From an optimization exercise on the open Yosys and OpenROAD flow, aimed at small area and a short achievable clock period; shortcuts taken in it are not production practice.
The RTL was checked by simulation tests, not by an equivalence proof against the original design.
No activity file was given, so power comes from the tool's default toggle rates. The clock port is modelled as an ideal driver; clocking choices that lean on that would not hold on a real chip.

## job 6218
## fir_filter
module fir_filter (
    input clk,
    input rst,
    input clk_enable,
    input [2:0] filter_sel,
    input  signed [15:0] filter_in,
    output signed [15:0] filter_out
);
export LEC_CHECK = 0
export ABC_AREA = 1
export CAP_MARGIN = 20
export CORE_MARGIN = 2
export CORE_UTILIZATION = 64
export SLEW_MARGIN = 20
export SYNTH_MEMORY_MAX_BITS = 65536
create_clock -name core_clock -period 13.5 [get_ports {clk}]
standard.sh (not shown) runs the stock make flow with config.mk's settings and CLKGATE_MAP_FILE= SYNTH_SCRIPT=/design/flow/synth_recipe.tcl, a recipe that flattens the netlist after the stock synthesis.
==> flow/flow/run.sh <==
#!/bin/bash
# Own layout flow: the standard layout (standard.sh: ORFS synthesis and
# place-and-route with the standard flow's config and constraints), with these changes:
#  - synthesis: synth_recipe.tcl with Yosys's quick ABC pass inside 'synth'
#    skipped (-noabc), so the adders reach extract_fa as written; registers and
#    their names are the same as the standard synthesis's,
#  - ABC maps the logic with flow/abc.script in place of ORFS's script,
#  - the port buffers that ORFS inserts are sky130_fd_sc_hd__buf_4,
#  - clock tree synthesis: clusters of up to 30 sinks within 90 um, clkbuf_16
#    buffers, no dummy loads,
#  - timing repair (ORFS's repair_timing after CTS and global routing) aims for
#    a setup slack of 9.5 ns against the design's 13.5 ns clock (the SDC is
#    unchanged), so it also mends paths slower than 4 ns.
# ORFS's scripts are copied into this folder and only the ABC scripts replaced.
# Every tool's output is in orfs/logs/ (one log per step) and flow_make.log.
set -euo pipefail
W="$(pwd)"
rm -rf "$W/scripts_own"
cp -r "$FLOW_HOME/scripts" "$W/scripts_own"
cp "$W/flow/abc.script" "$W/scripts_own/abc_area.script"
cp "$W/flow/abc.script" "$W/scripts_own/abc_speed.script"
sed 's/yosys synth -nofsm -noshare {\*}\$args/yosys synth -nofsm -noshare -noabc {*}$args/' \
  "$W/synth_recipe.tcl" > "$W/own_synth.tcl"
grep -q -- '-noabc' "$W/own_synth.tcl"
sed "s#synth_recipe\.tcl#own_synth.tcl#g" "$W/standard.sh" > "$W/own_standard.sh"
grep -q own_synth.tcl "$W/own_standard.sh"
export SCRIPTS_DIR="$W/scripts_own"
export SETUP_SLACK_MARGIN=9.5
export BUFFER_PORTS_ARGS="-buffer_cell sky130_fd_sc_hd__buf_4"
export CTS_ARGS="-sink_clustering_enable -repair_clock_nets -dont_use_dummy_load -sink_clustering_size 30 -sink_clustering_max_diameter 90 -buf_list sky130_fd_sc_hd__clkbuf_16"
bash "$W/own_standard.sh" > "$W/flow_make.log" 2>&1
==> flow/flow/abc.script <==
strash
dc2
dch -f
map
topo
stime -c
buffer -c
upsize -c
dnsize -c
Per the final summary, job 6218 finished and its layout is clean on timing, DRC and antenna.
Inputs modified between job 6218 and job 6282:
Settings: CORE_UTILIZATION: 64 -> 60.
==> comparison <==
- On global routing usage on met3: between job 6218 and job 6282, it ends up lower for job 6282.
- Summary of job 6282 over job 6218: final cell count +0.67%, share of synthesized cell area in and, or, nand and nor gates stayed essentially flat, clock power neither gained nor lost much.
- [compare] base=job 6218 new=job 6282: global-route usage went down 4.2 points, worst setup slack went up 0.065 ns, worst hold margin increased 0.017 ns, global-route wire length before repair lower.
- Job 6282 against job 6218: post-route total power decreased by 270 uW relative to the old numbers, final design utilization decreased by 4.4 points relative to the old numbers.
--- input diff job 6282..job 501 ---
==> flow/flow/abc.script <==
strash
dc2
drw
dch -f
map
topo
stime -c
buffer -c
upsize -c
dnsize -c
Notes after the runs:
Critical path capture point = filter_out[6]: job 6282; critical path capture point = filter_out[4]: job 501
When the final numbers for job 6282 and job 501 were put side by side, the later-pin clock latency in the skew report turned out to be greater in job 6282.
Compared job 501 against job 6282; total power within noise.
Job 501 ends up with a overall routing resource usage that is 0.44 points lower than in job 6282.
The area share of xor/xnor cells in the synthesized design was comparable across job 6282 and job 501.
Going from job 6282 to job 501, total of clock buffers placed in the layout shrinks by 2.
Re port buffer count: no difference whatsoever between job 501 and job 6282.
Job 501 vs. job 6282: count of multi-input gates saw a decrease, post-route fraction of the period consumed by the critical path saw an increase.
As far as register share of the cell area is concerned, job 6282 and job 501 perform about the same.
diff inputs: job 501 => job 9831
-- flow/flow/run.sh --
<<< job 501, line 7
#  - ABC maps the logic with flow/abc.script in place of ORFS's script,
#  - the port buffers that ORFS inserts are sky130_fd_sc_hd__buf_4,
#  - clock tree synthesis: clusters of up to 30 sinks within 90 um, clkbuf_16
#    buffers, no dummy loads,
#  - timing repair (ORFS's repair_timing after CTS and global routing) aims for
>>> job 9831, line 7
#  - ABC maps the logic with flow/abc.script in place of ORFS's script,
#  - the port buffers that ORFS inserts are sky130_fd_sc_hd__buf_4,
#  - clock tree synthesis: clusters of up to 26 sinks within 70 um, clkbuf_16
#    buffers, no dummy loads,
#  - timing repair (ORFS's repair_timing after CTS and global routing) aims for
<<< job 501, line 28
export SETUP_SLACK_MARGIN=9.5
export BUFFER_PORTS_ARGS="-buffer_cell sky130_fd_sc_hd__buf_4"
export CTS_ARGS="-sink_clustering_enable -repair_clock_nets -dont_use_dummy_load -sink_clustering_size 30 -sink_clustering_max_diameter 90 -buf_list sky130_fd_sc_hd__clkbuf_16"
bash "$W/own_standard.sh" > "$W/flow_make.log" 2>&1
>>> job 9831, line 28
export SETUP_SLACK_MARGIN=9.5
export BUFFER_PORTS_ARGS="-buffer_cell sky130_fd_sc_hd__buf_4"
export CTS_ARGS="-sink_clustering_enable -repair_clock_nets -dont_use_dummy_load -sink_clustering_size 26 -sink_clustering_max_diameter 70 -buf_list sky130_fd_sc_hd__clkbuf_16"
bash "$W/own_standard.sh" > "$W/flow_make.log" 2>&1
==> flow/flow/abc.script <==
strash
dc2
dch -f
map
topo
stime -c
buffer -c
upsize -c
dnsize -c
[summary]
From job 501 to job 9831 the numbers moved as follows: power in the clock group higher, fraction of power consumed by sequential logic held, total wire length rose about 3%, peak clock frequency supported by timing decreased by about 0.37% relative to the old numbers.
Of job 9831 and job 501, it is job 9831 that has the lower clock slew at the register clock pins of the worst setup and hold paths.
Total of fill cells in the finished design, job 9831 vs job 501: down by a few percent
According to the power report, total power for job 9831 is higher than for job 501.
Diff job 501 -> job 9831: met2 wire length grew by 1700 um, fraction of synthesized area in multiplexers held steady, worst hold slack shrank by 0.0090 ns.

========
Starting RTL as in the previous note.
==> flow/config.mk <==
export PLATFORM = sky130hd
export DESIGN_NAME = fir_filter
export DESIGN_NICKNAME = fir_filter
export VERILOG_FILES = /design/flow/design.v
export SDC_FILE = /design/flow/constraint.sdc
export NUM_CORES = 4
export LEC_CHECK = 0
export ABC_AREA = 1
export CAP_MARGIN = 20
export CORE_MARGIN = 2
export CORE_UTILIZATION = 60
export SLEW_MARGIN = 20
export SYNTH_MEMORY_MAX_BITS = 65536
==> flow/constraint.sdc <==
create_clock -name core_clock -period 13.5 [get_ports {clk}]
set_input_delay 2.7000 -clock core_clock [delete_from_list [all_inputs] [get_ports {clk}]]
set_output_delay 2.7000 -clock core_clock [all_outputs]
set_load 0.01 [all_outputs]
==> flow/flow/run.sh <==
#!/bin/bash
# Own layout flow: the standard layout (standard.sh: ORFS synthesis and
# place-and-route with the standard flow's config and constraints), with these changes:
#  - synthesis: synth_recipe.tcl with Yosys's quick ABC pass inside 'synth'
#    skipped (-noabc), so the adders reach extract_fa as written; registers and
#    their names are the same as the standard synthesis's,
#  - ABC maps the logic with flow/abc.script in place of ORFS's script,
#  - the port buffers that ORFS inserts are sky130_fd_sc_hd__buf_4,
#  - clock tree synthesis: clusters of up to 30 sinks within 90 um, clkbuf_16
#    buffers, no dummy loads,
#  - timing repair (ORFS's repair_timing after CTS and global routing) aims for
#    a setup slack of 9.5 ns against the design's 13.5 ns clock (the SDC is
#    unchanged), so it also mends paths slower than 4 ns.
# ORFS's scripts are copied into this folder and only the ABC scripts replaced.
# Every tool's output is in orfs/logs/ (one log per step) and flow_make.log.
set -euo pipefail
W="$(pwd)"
rm -rf "$W/scripts_own"
cp -r "$FLOW_HOME/scripts" "$W/scripts_own"
cp "$W/flow/abc.script" "$W/scripts_own/abc_area.script"
cp "$W/flow/abc.script" "$W/scripts_own/abc_speed.script"
sed 's/yosys synth -nofsm -noshare {\*}\$args/yosys synth -nofsm -noshare -noabc {*}$args/' \
  "$W/synth_recipe.tcl" > "$W/own_synth.tcl"
grep -q -- '-noabc' "$W/own_synth.tcl"
sed "s#synth_recipe\.tcl#own_synth.tcl#g" "$W/standard.sh" > "$W/own_standard.sh"
grep -q own_synth.tcl "$W/own_standard.sh"
export SCRIPTS_DIR="$W/scripts_own"
export SETUP_SLACK_MARGIN=9.5
export BUFFER_PORTS_ARGS="-buffer_cell sky130_fd_sc_hd__buf_4"
export CTS_ARGS="-sink_clustering_enable -repair_clock_nets -dont_use_dummy_load -sink_clustering_size 30 -sink_clustering_max_diameter 90 -buf_list sky130_fd_sc_hd__clkbuf_16"
bash "$W/own_standard.sh" > "$W/flow_make.log" 2>&1
==> flow/flow/abc.script <==
strash
dc2
dch -f
map
Edit:
--- a/flow/flow/run.sh
+++ b/flow/flow/run.sh
@@ -30 +30 @@
-export CTS_ARGS="-sink_clustering_enable -repair_clock_nets -dont_use_dummy_load -sink_clustering_size 30 -sink_clustering_max_diameter 90 -buf_list sky130_fd_sc_hd__clkbuf_16"
+export CTS_ARGS="-sink_clustering_enable -repair_clock_nets -dont_use_dummy_load -sink_clustering_size 34 -sink_clustering_max_diameter 90 -buf_list sky130_fd_sc_hd__clkbuf_16"
==> flow/flow/abc.script (replaced) <==
strash
dc2
dch -f
map
topo
stime -c
buffer -c
upsize -c
dnsize -c
Outcome: Final area is about the same. Sequential cell count is unchanged. Count of clock-buffer cells in the layout goes down by 4.

[separate check: timing with driven ports]
In the flow no input, the clock included, has a driving cell. The finished layouts below were timed again as built, in two steps. Step 1 assumes that a clkbuf_16 drives the clock port and a buf_2 every other input. Step 2, shift: input delay + t, output delay - t, t = (earliest + latest rising clock arrival at the registers) / 2. This alone moves slack from input paths to output paths. Three values: ideal ports, drivers, drivers and shift; two values: the first two.
| run | t (ns) | setup slack, ns | worst setup path at the end | cell pins on the clock port's net |
|---|---|---|---|---|
| job 6218 | 0.640 | 9.586 / 9.522 / 9.095 | input to register | 1 |
| job 6282 | 0.654 | 9.650 / 9.587 / 9.240 | input to register | 1 |
| job 501 | 0.661 | 9.615 / 9.551 / 9.228 | input to register | 1 |
| job 9831 | 0.665 | 9.601 / 9.539 / 9.266 | input to register | 1 |
| the first run of note 2 | 0.652 | 9.520 / 9.520 / 9.139 | input to register | 1 |
| the second run of note 2 | 0.636 | 9.633 / 9.570 / 9.236 | input to register | 1 |
After both steps setup and hold are still met in every run listed. The setup slack of job 6218, which loses most, moves by -0.064 ns with the drivers and by -0.491 ns with both steps.
